Background: an optimization exercise with open tools, aiming at small area. Do not read the settings as production practice. In this exercise RTL edits were held to simulation tests only and were not proved equivalent to the original.

Setup of run A:
## iobus
module iobus(
	input clk_sys,
	input rst,
	input rxd,
	output txd,
	output zg,
	input zw,
	input rcl,
	output dpa,
	input rs,
	input rf,
	input rok,
	input rpe,
	input rqb,
	input rpn,
	input [0:3] rnb,
	input [0:15] rad,
	input [0:15] rdt,
	output dw,
	output dr,
	output din,
	output dok,
	output den,
	output dpe,
	output dpn,
	output [0:3] dnb,
	output [0:15] dad,
	output [0:15] ddt,
	input [0:15] w,
	input [0:3] rotary_pos,
	input [0:9] indicators,
	output [0:3] rotary_out,
	output rotary_trig,
	output [0:15] keys,
	output keys_trig,
	output [0:3] fn,
	output fn_v,
	output fn_trig
);
	localparam [5:0] L24 = 6'b110000;
	localparam [5:0] L49 = 6'b001001;
	localparam [5:0] L50 = 6'b010011;
	localparam [3:0] R_STOP  = 4'd9;
	localparam [3:0] R_IDLE  = 4'd10;
	localparam [3:0] R_START = 4'd11;
	reg [3:0] rxs;
	reg [5:0] rdiv;
	wire rdiv_end = (rdiv == L49);
	reg rx_rdy;
	reg clr;		 
	wire rx_data = ~rxs[3] | (rxs == 4'd8);
	wire rx_smp = rx_data & rdiv_end;
	wire rx_bit = rx_smp & ~rxs[3];	 
	always @ (posedge clk_sys) begin
		if (rst) rdiv <= 6'd0;
		else if ((rxs == R_IDLE) & ~rxd) rdiv <= L24;
		else if (rdiv_end) rdiv <= 6'd0;
		else rdiv <= {rdiv[4:0], ~(rdiv[5] ^ rdiv[4])};
	end
	always @ (posedge clk_sys) begin
		if (rst) begin
			rxs <= R_IDLE;
			clr <= 1'b1;
			rx_rdy <= 1'b0;
		end else begin
			rx_rdy <= 1'b0;
			if (rdiv_end) clr <= 1'b0;
			case (rxs)
				R_IDLE: if (!rxd) rxs <= R_START;
				R_START: begin
					if (rxd) rxs <= R_IDLE;
					else if (rdiv_end) rxs <= 4'd0;
				end
				R_STOP: begin
					rxs <= R_IDLE;
					rx_rdy <= rxd;
				end
				default: if (rdiv_end) rxs <= rxs + 1'b1;
			endcase
		end
	end
	localparam M_IDLE = 3'd0;
  ...
export LEC_CHECK = 0
export CAP_MARGIN = 20
export CORE_MARGIN = 2
export CORE_UTILIZATION = 40
export SLEW_MARGIN = 20
create_clock -name core_clock -period 10.0 [get_ports {clk_sys}]
standard.sh (not shown) runs the stock make flow with config.mk's settings and CLKGATE_MAP_FILE= SYNTH_SCRIPT=/design/flow/synth_recipe.tcl, a recipe that flattens the netlist after the stock synthesis.
==> flow/flow/run.sh <==
#!/bin/bash
# The standard layout (standard.sh) with these changes:
# - synthesis is ORFS's, run through standard.sh and synth_recipe.tcl (so without the fsm
#   and share passes, then flattened and renamed as standard.sh does), but ABC maps the
#   combinational logic with an area-oriented script: each flow/abc_*.script is tried in
#   place of ORFS's abc_speed.script, and the one giving the smallest synthesized area is
#   kept (ORFS's own script is the fallback if none of them completes). These syntheses
#   also leave adders to ABC instead of mapping them to the platform's adder cells first
#   (ADDER_MAP_FILE empty). Flip-flops are mapped before either step, so the registers,
#   their names and cell types are those of the standard synthesis;
# - every input and output port still gets its own buffer, but a buf_1 instead of the
#   larger cell buffer_ports picks by default;
# - clock tree synthesis adds no dummy loads and uses the clustering given below;
# - the platform's don't-use list is extended with the largest buffers, so that repairs
#   of high-fanout nets use several small buffers instead (DONT_USE_CELLS below repeats
#   the platform's list and adds these).
# Each make run's full output goes to a log in this folder (synth_*.log for the trial
# syntheses, standard.log for the final run); ORFS keeps its per-step logs under orfs/logs.
set -uo pipefail
here=$(pwd)
dont_use="sky130_fd_sc_hd__probe_p_8 sky130_fd_sc_hd__probec_p_8 sky130_fd_sc_hd__lpflow_bleeder_1 sky130_fd_sc_hd__lpflow_clkbufkapwr_1 sky130_fd_sc_hd__lpflow_clkbufkapwr_16 sky130_fd_sc_hd__lpflow_clkbufkapwr_2 sky130_fd_sc_hd__lpflow_clkbufkapwr_4 sky130_fd_sc_hd__lpflow_clkbufkapwr_8 sky130_fd_sc_hd__lpflow_clkinvkapwr_1 sky130_fd_sc_hd__lpflow_clkinvkapwr_16 sky130_fd_sc_hd__lpflow_clkinvkapwr_2 sky130_fd_sc_hd__lpflow_clkinvkapwr_4 sky130_fd_sc_hd__lpflow_clkinvkapwr_8 sky130_fd_sc_hd__lpflow_decapkapwr_12 sky130_fd_sc_hd__lpflow_decapkapwr_3 sky130_fd_sc_hd__lpflow_decapkapwr_4 sky130_fd_sc_hd__lpflow_decapkapwr_6 sky130_fd_sc_hd__lpflow_decapkapwr_8 sky130_fd_sc_hd__lpflow_inputiso0n_1 sky130_fd_sc_hd__lpflow_inputiso0p_1 sky130_fd_sc_hd__lpflow_inputiso1n_1 sky130_fd_sc_hd__lpflow_inputiso1p_1 sky130_fd_sc_hd__lpflow_inputisolatch_1 sky130_fd_sc_hd__lpflow_isobufsrc_1 sky130_fd_sc_hd__lpflow_isobufsrc_16 sky130_fd_sc_hd__lpflow_isobufsrc_2 sky130_fd_sc_hd__lpflow_isobufsrc_4 sky130_fd_sc_hd__lpflow_isobufsrc_8 sky130_fd_sc_hd__lpflow_isobufsrckapwr_16 sky130_fd_sc_hd__lpflow_lsbuf_lh_hl_isowell_tap_1 sky130_fd_sc_hd__lpflow_lsbuf_lh_hl_isowell_tap_2 sky130_fd_sc_hd__lpflow_lsbuf_lh_hl_isowell_tap_4 sky130_fd_sc_hd__lpflow_lsbuf_lh_isowell_4 sky130_fd_sc_hd__lpflow_lsbuf_lh_isowell_tap_1 sky130_fd_sc_hd__lpflow_lsbuf_lh_isowell_tap_2 sky130_fd_sc_hd__lpflow_lsbuf_lh_isowell_tap_4 sky130_fd_sc_hd__buf_6 sky130_fd_sc_hd__buf_8 sky130_fd_sc_hd__buf_12 sky130_fd_sc_hd__buf_16 sky130_fd_sc_hd__bufbuf_8 sky130_fd_sc_hd__bufbuf_16 sky130_fd_sc_hd__clkbuf_8 sky130_fd_sc_hd__clkbuf_16"
stat="$here/orfs/reports/sky130hd/iobus/base/synth_stat.txt"
best=""
best_area=""
for f in "$here"/flow/abc_*.script; do
  name=$(basename "$f" .script)
  dir="$here/scripts_$name"
  rm -rf "$dir" "$here/orfs"
  cp -r "$FLOW_HOME/scripts" "$dir"
  cp "$f" "$dir/abc_speed.script"
  if bash standard.sh SCRIPTS_DIR="$dir" ADDER_MAP_FILE= DONT_USE_CELLS="$dont_use" synth > "$here/synth_$name.log" 2>&1 && [[ -f "$stat" ]]; then
    area=$(awk '/Chip area for/ {print $NF}' "$stat" | head -1)
    echo "$name: $area" >> "$here/synth_areas.log"
    if [[ -z "$best" ]] || awk -v a="$area" -v b="$best_area" 'BEGIN {exit !(a < b)}'; then
      best="$dir"
      best_area="$area"
    fi
  else
    echo "$name: failed" >> "$here/synth_areas.log"
  fi
done
rm -rf "$here/orfs"
args=()
if [[ -n "$best" ]]; then
  args+=(SCRIPTS_DIR="$best" ADDER_MAP_FILE=)
fi
echo "chosen: ${best:-ORFS default}" >> "$here/synth_areas.log"
set -e
bash standard.sh ${args[@]+"${args[@]}"} DONT_USE_CELLS="$dont_use" \
  BUFFER_PORTS_ARGS="-buffer_cell sky130_fd_sc_hd__buf_1" \
  CTS_ARGS="-sink_clustering_enable -repair_clock_nets -dont_use_dummy_load -sink_clustering_size 10 -sink_clustering_max_diameter 70 -buf_list sky130_fd_sc_hd__clkbuf_4" \
  finish > "$here/standard.log" 2>&1
Other scripts of this flow, unchanged in this note and not shown: flow/flow/abc_s10.script, flow/flow/abc_t3.script, flow/flow/abc_t4.script, flow/flow/abc_t5.script
diff inputs: run A => run B
--- a/flow/design.v
+++ b/flow/design.v
@@ -162,27 +162,29 @@
 	wire [4:0] tcnt5_nx = {tcnt5[3:0], ~(tcnt5[4] ^ tcnt5[2])} | {5{tcnt5 == 5'b10000}};
 	wire timeout = &tcnt5;
 	wire zwzg = zw & zg_r;
 	always @ (posedge clk_sys) begin
 		if (rst) begin
 			zg_r <= 1'b0;
 		end else if (!zg_r) begin
-			if (m_rdy & (c_r | c_w | c_in)) begin
-				zg_r <= 1'b1;
-				ir <= c_r;
-				iw <= c_w;
-				ia1 <= ta1;
-				ia2n <= ta2n;
-				ia3 <= ta3;
-			end
+			if (m_rdy & (c_r | c_w | c_in)) zg_r <= 1'b1;
 		end else if (zw & (rok | timeout)) begin
 			zg_r <= 1'b0;
 		end
 	end
 	always @ (posedge clk_sys) begin
+		if (!zg_r) begin
+			ir <= c_r;
+			iw <= c_w;
+			ia1 <= ta1;
+			ia2n <= ta2n;
+			ia3 <= ta3;
+		end
+	end
+	always @ (posedge clk_sys) begin
 		if (rst | rok | !zwzg) tcnt5 <= 5'd0;
 		else tcnt5 <= tcnt5_nx;
 	end
 	assign zg = zg_r;
 	assign dr = zwzg & ir;
 	assign dw = zwzg & iw;
 	assign din = zwzg & ~ir & ~iw;
@@ -197,21 +199,23 @@
 		if (rst) begin
 			rsa <= 1'b0;
 			rsb <= 1'b0;
 		end else if (!resp_act) begin
 			if (io_req & m_rdy & (c_ok | c_en)) begin
 				rsa <= c_ok;
 				rsb <= c_en | c_pe;
-				rddt <= ta3;
 			end
 		end else if (!io_req) begin
 			rsa <= 1'b0;
 			rsb <= 1'b0;
 		end
 	end
+	always @ (posedge clk_sys) begin
+		if (!resp_act) rddt <= ta3;
+	end
 	assign dok = rsa;
 	assign den = ~rsa & rsb;
 	assign dpe = rsa & rsb;
 	assign ddt = (zwzg ? ia3 : 16'd0) | (resp_act ? rddt : 16'd0);
 	reg [1:0] ena;
 	wire ena_cl = ~ena[1] & ena[0];
 	wire ena_cp = ena[1] & ~ena[0];
@@ -252,26 +256,28 @@
 	end
 	wire is_req = bk[2] & (bk[1] | bk[0]);
 	always @ (posedge clk_sys) begin
 		if (rst) begin
 			bst <= 2'd0;
 		end else begin
 			case (bst)
-				2'd0: if (send_req | send_resp) begin
-					bk <= bk_nx;
-					ba1 <= {rqb, rpn, rnb};
-					ba2 <= rad;
-					ba3 <= rdt;
-					bst <= 2'd1;
-				end
+				2'd0: if (send_req | send_resp) bst <= 2'd1;
 				2'd1, 2'd3: if (ena_bus) bst <= 2'd2;
 				default: if (!ena_bus && (is_req ? !send_req : !send_resp)) bst <= 2'd0;
 			endcase
 		end
 	end
+	always @ (posedge clk_sys) begin
+		if (bst == 2'd0) begin
+			bk <= bk_nx;
+			ba1 <= {rqb, rpn, rnb};
+			ba2 <= rad;
+			ba3 <= rdt;
+		end
+	end
 	reg [7:0] bcmd;
 	always @ (*) begin
 		case (bk)
 			3'd1: bcmd = 8'h10;
 			3'd2: bcmd = 8'h11;
 			3'd3: bcmd = 8'h18;
 			3'd4: bcmd = 8'h20;
@@ -348,17 +354,14 @@
 		end else begin
 			case (tp)
 				T_IDLE: if (trig_cl | trig_cp | trig_bus) begin
 					ena <= trig_cl ? 2'b01 : trig_cp ? 2'b10 : 2'b11;
 					tp <= T_LOAD;
 				end
 				T_LOAD: begin
-					sw <= w;
-					sind <= indicators;
-					srot <= rotary_pos;
 					idx <= 3'd0;
 					tp <= T_SEND;
 				end
 				T_SEND: begin
 					tp <= T_START;
 				end
 				T_RDY: begin
@@ -370,14 +373,21 @@
 						tp <= T_SEND;
 					end
 				end
 				default: if (tdiv_end) tp <= tp + 1'b1;	 
 			endcase
 		end
 	end
+	always @ (posedge clk_sys) begin
+		if (tp[3:1] == 3'b110) begin
+			sw <= w;
+			sind <= indicators;
+			srot <= rotary_pos;
+		end
+	end
 	wire [3:0] wsel = {~idx[0], tp[2:0]};
 	wire [15:0] s3 = {sind, 2'b00, srot};
 	wire b2, b3, c2, c3;
 	tx_sel16 SEL_B2(.d(ba2), .s(wsel), .y(b2));
 	tx_sel16 SEL_B3(.d(ba3), .s(wsel), .y(b3));
 	tx_sel16 SEL_C2(.d(sw), .s(wsel), .y(c2));
 	tx_sel16 SEL_C3(.d(s3), .s(wsel), .y(c3));
--- outcome ---
Having completed the whole flow, run B delivered a layout that passed the timing, design-rule and antenna checks.
Diff run A -> run B: wire length went down; hold slack now sits at about the same level; maximum frequency moved down.
Relative to run A, final worst-path cycle share has increased by 0.86 points in run B.
The final reports for run B and run A show time the worst path needs with I/O delays and setup higher in the former.
Of the two values seen for startpoint-to-endpoint class of the critical path, primary input to output pin was produced by run A and flop to output pin by run B.
Run B ends up with a number of antenna violations at the first check in global routing that is 1 lower than in run A.

## static timing again, ports no longer ideal
How much do the figures lean on ideal ports? The routed layouts below were timed once more, with nothing changed but the port constraints.
Step 1: set_driving_cell puts a clkbuf_16 on clk_sys and a buf_2 on each other input, an assumption about the parent block.
Step 2 also shifts input and output timing later by t, the mid clock arrival at the registers, as if the neighbouring blocks saw the same clock.
Three values: ideal ports, drivers, drivers and shift; two values: the first two.
run | t (ns) | slack for setup (ns) | hold WS [ns] | worst register clock-pin slew, ns
run A | 0.659 | 4.427 / 4.404 / 4.404 | 0.419 / 0.419 / 0.419 | 0.11 / 0.11
run B | 0.653 | 4.341 / 4.305 / 4.517 | 0.422 / 0.422 / 0.422 | 0.12 / 0.12
After both steps setup and hold are still met in every run listed. The setup slack of run A, which loses most, moves by -0.023 ns with the drivers and by -0.023 ns with both steps.
